What follows belongs to an exercise in optimizing a design on an open flow for small area, a short achievable clock period and few clock cycles per item; a production flow would make more cautious choices.
Where RTL was checked, it was by simulation tests only, not by an equivalence proof against the original.
No activity file was given, so power comes from the tool's default toggle rates.

==> run C <==
Design rsdp_tag, start of the top module:
module rsdp_tag (
   input          clk,
   input          rst,
   input          start,
   input          csel,
   input          ssel,
   input  [237:0] b,
   input  [237:0] a,
   input  [135:0] y,
   input  [135:0] x,
   input  [6:0]   e,
   output         ready,
   output         done,
   output [6:0]   u
);
==> flow/config.mk <==
export PLATFORM = sky130hd
export DESIGN_NAME = rsdp_tag
export DESIGN_NICKNAME = rsdp_tag
export VERILOG_FILES = /design/flow/design.v
export SDC_FILE = /design/flow/constraint.sdc
export NUM_CORES = 4
export LEC_CHECK = 0
export CAP_MARGIN = 20
export CORE_MARGIN = 2
export CORE_UTILIZATION = 35
export SLEW_MARGIN = 20
==> flow/constraint.sdc <==
create_clock -name core_clock -period 8.0 [get_ports {clk}]
set_input_delay 1.6000 -clock core_clock [delete_from_list [all_inputs] [get_ports {clk}]]
set_output_delay 1.6000 -clock core_clock [all_outputs]
set_load 0.01 [all_outputs]
standard.sh (not shown) runs the stock make flow with config.mk's settings and CLKGATE_MAP_FILE= SYNTH_SCRIPT=/design/flow/synth_recipe.tcl, a recipe that flattens the netlist after the stock synthesis.
==> flow/flow/run.sh <==
#!/bin/bash
# Standard ORFS layout (the standard.sh, unchanged synthesis), with the
# port buffers that global placement inserts made from buf_1 cells instead of
# the default delay buffers. Every input and output port still gets a buffer.
set -euo pipefail
export BUFFER_PORTS_ARGS="-buffer_cell sky130_fd_sc_hd__buf_1"
bash standard.sh > orfs_make.log 2>&1
==> run Z (differences from run C) <==
Settings changed: SETUP_SLACK_MARGIN set to 4.5.
==> notes <==
Of run Z and run C, run Z has the higher critical path depth (gap 2).
In run Z the routed wire length is smaller than in run C, by 0.37%.
Between run C and run Z, the lower combinational power is in run C (gap about 8%, measured against run Z).
Between run Z and run C, the lower power is in run C (gap 6.2%, measured against run C).
In run C the global-route usage is higher than in run Z, by 0.087 points.
In area after synthesis, run Z and run C do not differ.
In synthesized cell count, run Z and run C do not differ.
In non-clock buffer count, run Z and run C do not differ.
Against run C, the clock power of run Z is lower by about 9%.
Against run C, the design area of run Z is higher by about 0.5%.
==> figures <==
metric	run Z	run C
Result of the run	complete, no violations	complete, no violations
Post-DR vias/cell	4.53	4.53
Buffer share of cell area	9.48%	9.48%
Met1 routed wirelength after detailed routing	32.6 mm	32.2 mm
Largest net degree at the start of global routing	106	98
Layout fillers	7470	7476
Detailed Place HPWL	65.9 mm	66.3 mm
Fraction of area in registers	18.1%	18.1%
Insertion delay of the later-clocked pin in the worst-skew pair	0.55 ns	0.54 ns
Growth of design area from synthesis to finish	18.6%	18.0%
First-pass GRT wire length	110 mm	110 mm
Combinational power	13.4 mW	12.3 mW
Worst endpoint required time	8.50 ns	8.41 ns
Share of final-layout standard cells stronger than drive strength 1	12.4%	6.53%
Uppermost signal routing layer after detailed routing	met4	met5
Combinational power share	77.1%	74.8%
Final design utilization	41.7%	41.5%
RePlAce Congestion	0.872	0.843
Post-route fraction of the period consumed by the critical path	46.2%	48.2%
Sequential Power Share	14.1%	14.8%
Cts bufs inserted	34	35
Most frequent cell on the critical path	fa_2	fa_1
Function was not checked in any run of this note: the RTL went through the layout flow alone.

==> inputs of job 9308 <==
Another version of the RTL of rsdp_tag (not shown whole).
clock: 8.0 ns
lec_check: 0
cap_margin: 20
core_margin: 2
core_utilization: 35
setup_slack_margin: 4.4
slew_margin: 20
synth_hierarchical: 1
synth_minimum_keep_size: 0
==> flow/flow/run.sh <==
#!/bin/bash
# Standard ORFS layout (the standard.sh, unchanged synthesis), except:
# - the port buffers that global placement inserts are buf_1 cells instead of
#   the default delay buffers (every input and output port still gets one);
# - clock tree synthesis uses clkbuf_8 leaf buffers, clusters of up to 16
#   sinks and no dummy loads, which makes a smaller clock tree.
set -euo pipefail
export BUFFER_PORTS_ARGS="-buffer_cell sky130_fd_sc_hd__buf_1"
export CTS_ARGS="-sink_clustering_enable -repair_clock_nets -dont_use_dummy_load -buf_list {sky130_fd_sc_hd__clkbuf_8} -sink_clustering_size 16 -sink_clustering_max_diameter 100"
bash standard.sh > orfs_make.log 2>&1
==> job 7018 (differences from job 9308) <==
- CORE_AREA: unset -> 2 2 358 148
- CORE_MARGIN: 2 -> unset
- CORE_UTILIZATION: 35 -> unset
- DIE_AREA: unset -> 0 0 360 150
- SETUP_SLACK_MARGIN: 4.4 -> 5
==> job 4338 (differences from job 9308) <==
==> flow/flow/run.sh (replaced) <==
#!/bin/bash
# Standard ORFS layout (the standard.sh, unchanged synthesis), except:
# - the port buffers that global placement inserts are buf_1 cells instead of
#   the default delay buffers (every input and output port still gets one);
# - clock tree synthesis uses clkbuf_8 leaf buffers, clusters of up to 24
#   sinks and no dummy loads, which makes a smaller clock tree.
set -euo pipefail
export BUFFER_PORTS_ARGS="-buffer_cell sky130_fd_sc_hd__buf_1"
export CTS_ARGS="-sink_clustering_enable -repair_clock_nets -dont_use_dummy_load -buf_list {sky130_fd_sc_hd__clkbuf_8} -sink_clustering_size 24 -sink_clustering_max_diameter 50"
bash standard.sh > orfs_make.log 2>&1
- GPL_ROUTABILITY_DRIVEN: unset -> 0
- SETUP_SLACK_MARGIN: 4.4 -> 4.85
==> comparison table <==
item	job 4338	job 7018	job 9308
Number of detailed-routing iterations run before antenna repair	5	6	5
Tap cell count	773	687	773
Unrepaired setup endpoints after global routing	yes	yes	no
Total vias in the final route	21,177	21,154	20,750
Number of placed instances, taps included	3,590	3,504	3,590
Status	no timing/DRC/antenna violations	no timing/DRC/antenna violations	no timing/DRC/antenna violations
Met2 Usage GRT	44.2%	38.6%	45.3%
Worst path buffer plus inverter count	3	0	3
Inverters excl. clock	109	111	109
Leakage dissipation	0.00823 uW	0.00849 uW	0.00798 uW
Post-cts sizing count	61	188	9
Skew-Pair Late Insertion Delay	0.68 ns	0.59 ns	0.58 ns
Worst slack at placement	3.43 ns	3.35 ns	3.25 ns
Critical Path Stages	8	5	8
Clock Power Share	5.6%	4.2%	5.2%
FILL cells	5,641	4,752	5,769
Global-route met1 utilization	30.5%	38.3%	31.7%
Via density per instance	5.84	5.95	5.74
Post-route clock period utilization	39.8%	40.7%	44.5%
Crit. Startpoint	ssel	core.q1_3_0	ssel
Net switching component of the power	7000 uW	8480 uW	6860 uW
Worst hold endpoint	vld[2]	vld[2]	vld[1]
DP Wirelength	66,400 microns	60,400 microns	67,900 microns
Site row count	89	53	89
Testbench counts of job 9308, summed over its fixed seeds: cycles 536, tags 512.
Testbench counts of job 7018, summed over its fixed seeds: cycles 536, tags 512.
Testbench counts of job 4338, summed over its fixed seeds: cycles 536, tags 512.

separate check: timing with driven ports:
The flow's constraints put no driver on any port. The routed layouts listed below were extracted and timed again, unchanged, in two steps.
Step 1 (the two cells are an assumption about what drives the block):
set clk [get_ports {clk}]
set_driving_cell -lib_cell sky130_fd_sc_hd__clkbuf_16 $clk
set_driving_cell -lib_cell sky130_fd_sc_hd__buf_2 [delete_from_list [all_inputs] $clk]
Step 2 times the ports against the registers' clock, not the clock port: input delays grow and output delays shrink by t, the midpoint of the rising clock arrivals with the driver on.
a / b / c = ideal ports / drivers / drivers and shift; a / b = the first two.
run	t (ns)	slack for setup (ns)	worst setup path at the end	latest minus earliest clock arrival (ns)	worst data-port slew with drivers (ns)
run C	0.595	4.141 / 4.141 / 3.723	input to register	0.025 / 0.025	0.12
run Z	0.599	4.306 / 4.306 / 4.076	input to register	0.027 / 0.028	0.11
job 9308	0.621	4.440 / 4.473 / 3.852	input to register	0.036 / 0.036	0.14
job 7018	0.619	4.747 / 4.747 / 4.377	input to register	0.057 / 0.058	0.09
job 4338	0.676	4.813 / 4.828 / 4.152	input to register	0.111 / 0.112	0.13
After both steps every run listed still meets setup and hold. The setup slack of job 4338, which loses most, moves by +0.015 ns with the drivers and by -0.661 ns with both steps.
